This is an optimization exercise on Yosys and OpenROAD, whose aim is small area, not a production implementation.
Where RTL was checked, it was by simulation tests only, not by an equivalence proof against the original.

==> run a <==
Design top_fft, start of the top module:
module top_fft(clk
               ,rst_n
               ,ena_fft
               ,ena_mag
               ,data_rd_int_01
               ,data_rd_int_02
               ,data_rd_int_03
               ,data_rd_int_04
               ,data_rd_int_05
               ,data_rd_int_06
               ,data_w_real
               ,data_w_image
               ,wr_ena_int_01        
               ,wr_ena_int_02
               ,wr_ena_int_03
               ,wr_ena_int_04
               ,wr_ena_int_05
               ,wr_ena_int_06
               ,addr_mem_int_01
               ,addr_mem_int_02
               ,addr_mem_int_03
               ,addr_mem_int_04
               ,addr_mem_int_05
               ,addr_mem_int_06
               ,addr_input
               ,addr_w
               ,data_wr_int_01
               ,data_wr_int_02
               ,data_wr_int_03
               ,data_wr_int_04
               ,data_wr_int_05
               ,data_wr_int_06
               ,data_input
               ,stage_number
               ,max_point_fft
               ,max_point_fft_core
               );
==> flow/config.mk <==
export PLATFORM = sky130hd
export DESIGN_NAME = top_fft
export DESIGN_NICKNAME = top_fft
export VERILOG_FILES = /design/flow/design.v
export SDC_FILE = /design/flow/constraint.sdc
export NUM_CORES = 4
export LEC_CHECK = 0
export CAP_MARGIN = 20
export CORE_MARGIN = 2
export CORE_UTILIZATION = 30
export CTS_BUF_LIST = sky130_fd_sc_hd__clkbuf_4
export PLACE_DENSITY = 0.4
export SLEW_MARGIN = 20
==> flow/constraint.sdc <==
create_clock -name core_clock -period 30.0 [get_ports {clk}]
set_input_delay 6.0000 -clock core_clock [delete_from_list [all_inputs] [get_ports {clk}]]
set_output_delay 6.0000 -clock core_clock [all_outputs]
set_load 0.01 [all_outputs]
standard.sh (not shown) runs the stock make flow with config.mk's settings and CLKGATE_MAP_FILE= SYNTH_SCRIPT=/design/flow/synth_recipe.tcl, a recipe that flattens the netlist after the stock synthesis.
==> flow/flow/run.sh <==
#!/bin/bash
set -euo pipefail
bash standard.sh "BUFFER_PORTS_ARGS=-buffer_cell sky130_fd_sc_hd__buf_1" finish > layout.log 2>&1
==> inputs of run b, as changes to run a <==
==> flow/run.sh (new file) <==
#!/bin/bash
# synth_recipe.tcl (not shown) runs the flow's synth.tcl, then flattens the netlist and writes it again
# the make line also repeats each setting of config.mk as NAME=value (left out here)
make -C /OpenROAD-flow-scripts/flow DESIGN_CONFIG=/design/flow/config.mk WORK_HOME=/design/flow/orfs CLKGATE_MAP_FILE= SYNTH_SCRIPT=/design/flow/synth_recipe.tcl finish
removed: flow/flow/run.sh
removed: flow/standard.sh
==> flow_metrics.env <==
export IMPL_outcome="no timing/DRC/antenna violations"
export IMPL_final_cell_mix="buf_1, nor2_1, nand2_1, fa_1, edfxtp_1"
export IMPL_route_vias_total=32829
export IMPL_final_net_count=5324
export IMPL_grt_pass1_vias=32384
export IMPL_holdWs_ns=0.384
export IMPL_clk_latency_ns=1.06
export IMPL_fin_area_mm2=0.0434
export IMPL_grt_max_degree=79
export IMPL_drt_wl_total_mm=153
The numbers above come from run a.

==> flow_metrics.env <==
export IMPL_holdWs_ns=0.375
export IMPL_fin_area_mm2=0.0471
export IMPL_final_net_count=5334
export IMPL_grt_max_degree=86
export IMPL_final_cell_mix="clkdlybuf4s50_1, nor2_1, nand2_1, fa_1, edfxtp_1"
export IMPL_outcome="no timing/DRC/antenna violations"
export IMPL_route_vias_total=32931
The numbers above come from run b.

No run of this note included a check of the RTL's function; only the layout flow was run.


==> maple <==
Another version of the RTL of top_fft (not shown whole).
Settings: LEC_CHECK=0, CAP_MARGIN=20, CORE_MARGIN=2, CORE_UTILIZATION=30, CTS_BUF_LIST=sky130_fd_sc_hd__clkbuf_4, PLACE_DENSITY=0.4, SLEW_MARGIN=20; clock period 30.0 ns.
==> flow/flow/run.sh <==
#!/bin/bash
set -euo pipefail
bash standard.sh "BUFFER_PORTS_ARGS=-buffer_cell sky130_fd_sc_hd__buf_1" finish > layout.log 2>&1
==> inputs of amber, as changes to maple <==
==> flow/run.sh (new file) <==
#!/bin/bash
# synth_recipe.tcl (not shown) runs the flow's synth.tcl, then flattens the netlist and writes it again
# the make line also repeats each setting of config.mk as NAME=value (left out here)
make -C /OpenROAD-flow-scripts/flow DESIGN_CONFIG=/design/flow/config.mk WORK_HOME=/design/flow/orfs CLKGATE_MAP_FILE= SYNTH_SCRIPT=/design/flow/synth_recipe.tcl finish
CTS_BUF_LIST = unset   (was sky130_fd_sc_hd__clkbuf_4)
removed: flow/flow/run.sh
removed: flow/standard.sh
==> notes <==
In maple the via count is larger than in amber, by about 2%.
Against amber, the register-to-register slack of maple is higher by 0.16 ns.
Of maple and amber, amber has the higher design area (gap 6.9%, measured against amber).
Against maple, the routed wire length of amber is larger by about 1.7%.
In sequential cell count, amber and maple do not differ.
Against amber, the clock skew of maple is higher by 0.048 ns.
In maple the core utilization is lower than in amber, by 2.5 points.
Between maple and amber, the lower hold slack is in maple (gap 0.0053 ns).


==> inputs of try-willow <==
Another version of the RTL of top_fft (not shown whole).
export LEC_CHECK = 0
export ABC_AREA = 1
export CAP_MARGIN = 20
export CORE_MARGIN = 2
export CORE_UTILIZATION = 30
export CTS_BUF_LIST = sky130_fd_sc_hd__clkbuf_16
export CTS_CLUSTER_DIAMETER = 80
export CTS_CLUSTER_SIZE = 24
export PLACE_DENSITY = 0.4
export SLEW_MARGIN = 20
create_clock -name core_clock -period 30.0 [get_ports {clk}]
==> flow/flow/run.sh <==
#!/bin/bash
set -euo pipefail
bash standard.sh "BUFFER_PORTS_ARGS=-buffer_cell sky130_fd_sc_hd__buf_1" finish > layout.log 2>&1
==> inputs of try-zinc, as changes to try-willow <==
- CORE_UTILIZATION: 30 -> 50
- PLACE_DENSITY: 0.4 -> 0.6
==> qor summary <==
quantity                                                  try-willow        try-zinc
Routability congestion estimate                                0.908           0.980
Average wire length per cell after detail routing            21.7 um         20.7 um
Met2 Wirelength                                              64.1 mm         55.3 mm
Met1 GRT Util                                                  31.9%           45.6%
DRT met1 WL                                                  66.8 mm         53.5 mm
Setup ws final                                               5.04 ns         4.95 ns
Clock-cell share                                               2.52%           2.26%
DP Wirelength                                                 111 mm         94.7 mm
Util after Layout                                              33.5%           54.5%
Number of buffers and inverters on the critical path              13              10
CTS Buf Count                                                     30              27
Highest layer used for signal routing                           met4            met5
Status                                                finished clean  finished clean
Design area                                             40,200 sq um    39,200 sq um
Worst slack after detailed placement                         4.33 ns         4.81 ns
Cell depth of the worst setup path                               115             116
Global-route wire length before repair                        205 mm          181 mm
Worst R2R Path Depth                                             119             117

re-timing with driven ports:
How much do the figures lean on ideal ports? The routed layouts below were timed once more, with nothing changed but the port constraints.
Step 1, drivers: a clkbuf_16 drives clk and a buf_2 each remaining input, both assumed.
Step 2 adds t to the input delays and takes it off the output delays; t is the mean of the earliest and latest rising clock arrival at the registers after step 1. Input paths then give back, and output paths get back, about the clock's delay inside the block.
a / b / c = no drivers / after step 1 / after step 2; a / b = the first two.
run | shift t [ns] | slack for setup (ns) | worst setup path after step 2 | clock arrival spread, ns | cell pins on the clock port's net
run a | 1.051 | 4.941 / 4.988 / 3.937 | input to register | 0.153 / 0.153 | 1
run b | 1.052 | 4.373 / 4.422 / 3.369 | input to register | 0.075 / 0.075 | 1
maple | 1.199 | 5.708 / 5.751 / 4.553 | input to register | 0.077 / 0.077 | 1
amber | 0.742 | 5.136 / 5.181 / 4.439 | input to register | 0.024 / 0.024 | 1
try-willow | 0.707 | 5.041 / 5.083 / 4.376 | input to register | 0.067 / 0.067 | 1
try-zinc | 0.646 | 4.954 / 4.957 / 4.311 | input to register | 0.019 / 0.020 | 1
After both steps every run listed still meets setup and hold. The setup slack of maple, which loses most, moves by +0.043 ns with the drivers and by -1.155 ns with both steps.
